From an optimization exercise on the open Yosys and OpenROAD flow, aimed at small area, a short achievable clock period and few clock cycles per item; shortcuts taken in it are not production practice.
At most, simulation tests tie the RTL to the original design; equivalence was not proved.

## run 1
==> flow/design.v (excerpt) <==
module angle_frame(
	input clk,
	input rst,
	input start,
	input [11:0] x,
	input [11:0] y,
	output [55:0] frame,
	output frame_valid
    );
Size in the first run: roughly 2,100 cells after synthesis, about 84 I/O pins.
clock: 8.0 ns
lec_check: 0
cap_margin: 20
core_margin: 2
core_utilization: 40
cts_buf_list: sky130_fd_sc_hd__clkbuf_16
cts_cluster_diameter: 80
cts_cluster_size: 24
setup_slack_margin: 4.7
slew_margin: 20
synth_memory_max_bits: 65536
standard.sh (not shown) runs the stock make flow with config.mk's settings and CLKGATE_MAP_FILE= SYNTH_SCRIPT=/design/flow/synth_recipe.tcl, a recipe that flattens the netlist after the stock synthesis.
==> flow/flow/run.sh <==
#!/bin/bash
# Layout flow: the standard synthesis, then the combinational logic
# (everything but the flip-flops, which keep their names and cells) is
# re-mapped by ABC with an area-recovering script; then the standard
# layout from the netlist, with sky130_fd_sc_hd__buf_2 port buffers.
# Every tool's output goes to a log file in this folder.
set -euo pipefail
bash standard.sh synth > flow_synth.log 2>&1
R=orfs/results/sky130hd/angle_frame/base
cp $R/1_2_yosys.v $R/1_2_yosys_standard.v
LIB=$FLOW_HOME/platforms/sky130hd/lib/sky130_fd_sc_hd__tt_025C_1v80.lib
sed -e "s#@IN@#$R/1_2_yosys_standard.v#" -e "s#@OUT@#$R/1_2_yosys.v#" \
    -e "s#@LIB@#$LIB#g" -e "s#@ABC@#flow/resynth.abc#" flow/resynth.ys > resynth.ys
yosys -l yosys_resynth.log -q resynth.ys > /dev/null 2>&1
bash standard.sh BUFFER_PORTS_ARGS="-buffer_cell sky130_fd_sc_hd__buf_2" finish > flow_finish.log 2>&1
==> flow/flow/resynth.abc <==
strash
dc2
dch -f
map -B 0.2
topo
stime -c
upsize -c
dnsize -c
Other scripts of this flow, unchanged in this note and not shown: flow/flow/resynth.ys
Run 1 has completed all stages; timing, DRC and antenna checks passed.
Testbench counts of run 1, summed over its fixed seeds: cycles 159,356, frames 8,000.
What run 2 does differently from run 1 at the input level:
# run 1
export LEC_CHECK = 0
export CAP_MARGIN = 20
export CORE_MARGIN = 2
export CORE_UTILIZATION = 40
export CTS_BUF_LIST = sky130_fd_sc_hd__clkbuf_16
export CTS_CLUSTER_DIAMETER = 80
export CTS_CLUSTER_SIZE = 24
export SETUP_SLACK_MARGIN = 4.7
export SLEW_MARGIN = 20
export SYNTH_MEMORY_MAX_BITS = 65536
create_clock -name core_clock -period 8.0 [get_ports {clk}]
# run 2
export LEC_CHECK = 0
export CAP_MARGIN = 20
export CORE_MARGIN = 2
export CORE_UTILIZATION = 40
export SETUP_SLACK_MARGIN = 4.7
export SLEW_MARGIN = 20
export SYNTH_MEMORY_MAX_BITS = 65536
create_clock -name core_clock -period 8.0 [get_ports {clk}]
==> flow/flow/resynth.abc <==
strash
dch
map -B 0.2
topo
stime -c
upsize -c
dnsize -c
Findings:
Between run 2 and run 1, the number of ordinary inverters in the final layout is lower for run 1.
[compare] base=run 1 new=run 2: violation count after the first detailed-route iteration rose 9.3%; post-route standard cell area excluding fillers fell 3.6%; final routed wirelength across all metal layers rose about 3.6%.
Relative area of clock buffers and inverters in the final design: lower on run 1
Looking at run 2 and run 1, the final worst hold slack is a wash.
A slowest cell on the critical path of dfxtp_1 is what run 2 shows, while or2_1 belongs to run 1.
[inputs] run 3 vs run 2
# run 2
export LEC_CHECK = 0
export CAP_MARGIN = 20
export CORE_MARGIN = 2
export CORE_UTILIZATION = 40
export SETUP_SLACK_MARGIN = 4.7
export SLEW_MARGIN = 20
export SYNTH_MEMORY_MAX_BITS = 65536
create_clock -name core_clock -period 8.0 [get_ports {clk}]
# run 3
export LEC_CHECK = 0
export CAP_MARGIN = 20
export CORE_MARGIN = 2
export CORE_UTILIZATION = 40
export CTS_BUF_LIST = sky130_fd_sc_hd__clkbuf_16
export CTS_CLUSTER_DIAMETER = 80
export CTS_CLUSTER_SIZE = 24
export SETUP_SLACK_MARGIN = 4.0
export SLEW_MARGIN = 20
export SYNTH_MEMORY_MAX_BITS = 65536
create_clock -name core_clock -period 8.0 [get_ports {clk}]
### Flow results
STATUS first-pass GRT wire length: run 3 wins against run 2
NOTE: non-clock buffer count in run 3 falls short of that of run 2
Run 3 improves on run 2 in final area.
Run 3 reports its capture point of the critical path as Arctg_alg.xr[31]$_DFF_P_ while run 2 reports frame[5].
Any difference in worst hold slack between run 2 and run 3 is small enough to ignore.
In the metrics for run 3 and run 2, the one carrying the lower wire length is run 3.
Lower share of cells above drive strength 1 among run 3 and run 2: run 3

---

angle_frame, a different RTL version from the one above (not shown whole).
For scale: ~1,700 cells after synthesis, about 190 flip-flops, roughly 84 I/O pins, ~15,000 um2 of cells after synthesis.
==> flow/config.mk <==
export PLATFORM = sky130hd
export DESIGN_NAME = angle_frame
export DESIGN_NICKNAME = angle_frame
export VERILOG_FILES = /design/flow/design.v
export SDC_FILE = /design/flow/constraint.sdc
export NUM_CORES = 8
export LEC_CHECK = 0
export CAP_MARGIN = 20
export CORE_MARGIN = 2
export CORE_UTILIZATION = 40
export SETUP_SLACK_MARGIN = 3.8
export SLEW_MARGIN = 20
export SYNTH_MEMORY_MAX_BITS = 65536
==> flow/constraint.sdc <==
create_clock -name core_clock -period 8.0 [get_ports {clk}]
set_input_delay 1.6000 -clock core_clock [delete_from_list [all_inputs] [get_ports {clk}]]
set_output_delay 1.6000 -clock core_clock [all_outputs]
set_load 0.01 [all_outputs]
run.sh (not shown) runs the stock make flow with config.mk's settings and CLKGATE_MAP_FILE= SYNTH_SCRIPT=/design/flow/synth_recipe.tcl, a recipe that flattens the netlist after the stock synthesis.
Stock flow here: none of the scripts above is used.
Then changed:
==> flow/flow/run.sh (new file) <==
#!/bin/bash
# Layout flow: the standard flow (standard.sh), with the port buffers
# made of sky130_fd_sc_hd__buf_4 instead of the resizer's default choice.
# Every tool's output goes to a log file in this folder.
set -euo pipefail
bash standard.sh BUFFER_PORTS_ARGS="-buffer_cell sky130_fd_sc_hd__buf_4" finish > flow_standard.log 2>&1
==> flow/standard.sh (new file) <==
#!/bin/bash
# synth_recipe.tcl (not shown) runs the flow's synth.tcl, then flattens the netlist and writes it again
# the make line also repeats each setting of config.mk as NAME=value (left out here)
make -C /OpenROAD-flow-scripts/flow DESIGN_CONFIG=/design/flow/config.mk WORK_HOME=/design/flow/orfs CLKGATE_MAP_FILE= SYNTH_SCRIPT=/design/flow/synth_recipe.tcl "${@:-finish}"
- SETUP_SLACK_MARGIN: 3.8 -> 4.0
removed: flow/run.sh
Outcome:
- non-clock buffer count came out higher by 51
- worst hold slack barely changes
- via count came out higher by a few percent
- synthesized area stays the same
Then changed:
==> flow/run.sh (new file) <==
#!/bin/bash
# synth_recipe.tcl (not shown) runs the flow's synth.tcl, then flattens the netlist and writes it again
# the make line also repeats each setting of config.mk as NAME=value (left out here)
make -C /OpenROAD-flow-scripts/flow DESIGN_CONFIG=/design/flow/config.mk WORK_HOME=/design/flow/orfs CLKGATE_MAP_FILE= SYNTH_SCRIPT=/design/flow/synth_recipe.tcl finish
removed: flow/flow/run.sh
removed: flow/standard.sh
What happened:
- fmax barely changes
- routed wire length hardly moves
- synthesized cell count is unchanged
- count of clock-buffer cells in the layout does not change
- worst hold slack barely changes
No run of this note included a check of the RTL's function; only the layout flow was run.

afterwards: timing with drivers on the ports:
In the flow no input, the clock included, has a driving cell. The finished layouts below were timed again as built, in two steps.
Step 1 (the two cells are an assumption about what drives the block):
set clk [get_ports {clk}]
set_driving_cell -lib_cell sky130_fd_sc_hd__clkbuf_16 $clk
set_driving_cell -lib_cell sky130_fd_sc_hd__buf_2 [delete_from_list [all_inputs] $clk]
Step 2 adds t to the input delays and takes it off the output delays; t is the mean of the earliest and latest rising clock arrival at the registers after step 1. Input paths then give back, and output paths get back, about the clock's delay inside the block.
Three values: ideal, step 1, step 2; two values: the first two.
run | t, ns | setup slack, ns | worst setup path after step 2 | latest minus earliest clock arrival (ns) | worst slew at a driven data input, ns
run 1 | 0.562 | 4.095 / 4.083 / 3.521 | input to register | 0.033 / 0.032 | 0.06
run 2 | 0.605 | 4.829 / 4.774 / 4.251 | input to register | 0.009 / 0.009 | 0.05
run 3 | 0.581 | 4.240 / 4.240 / 3.968 | input to register | 0.024 / 0.025 | 0.03
the first run of note 2 | 0.514 | 3.769 / 3.769 / 3.535 | input to register | 0.019 / 0.019 | 0.04
the second run of note 2 | 0.504 | 3.850 / 3.850 / 3.649 | input to register | 0.014 / 0.013 | 0.04
the third run of note 2 | 0.507 | 3.841 / 3.841 / 3.670 | input to register | 0.016 / 0.016 | 0.04
After both steps every run listed still meets setup and hold. For run 2, which loses most, drivers alone change the setup slack by -0.055 ns; drivers and shift together by -0.578 ns.
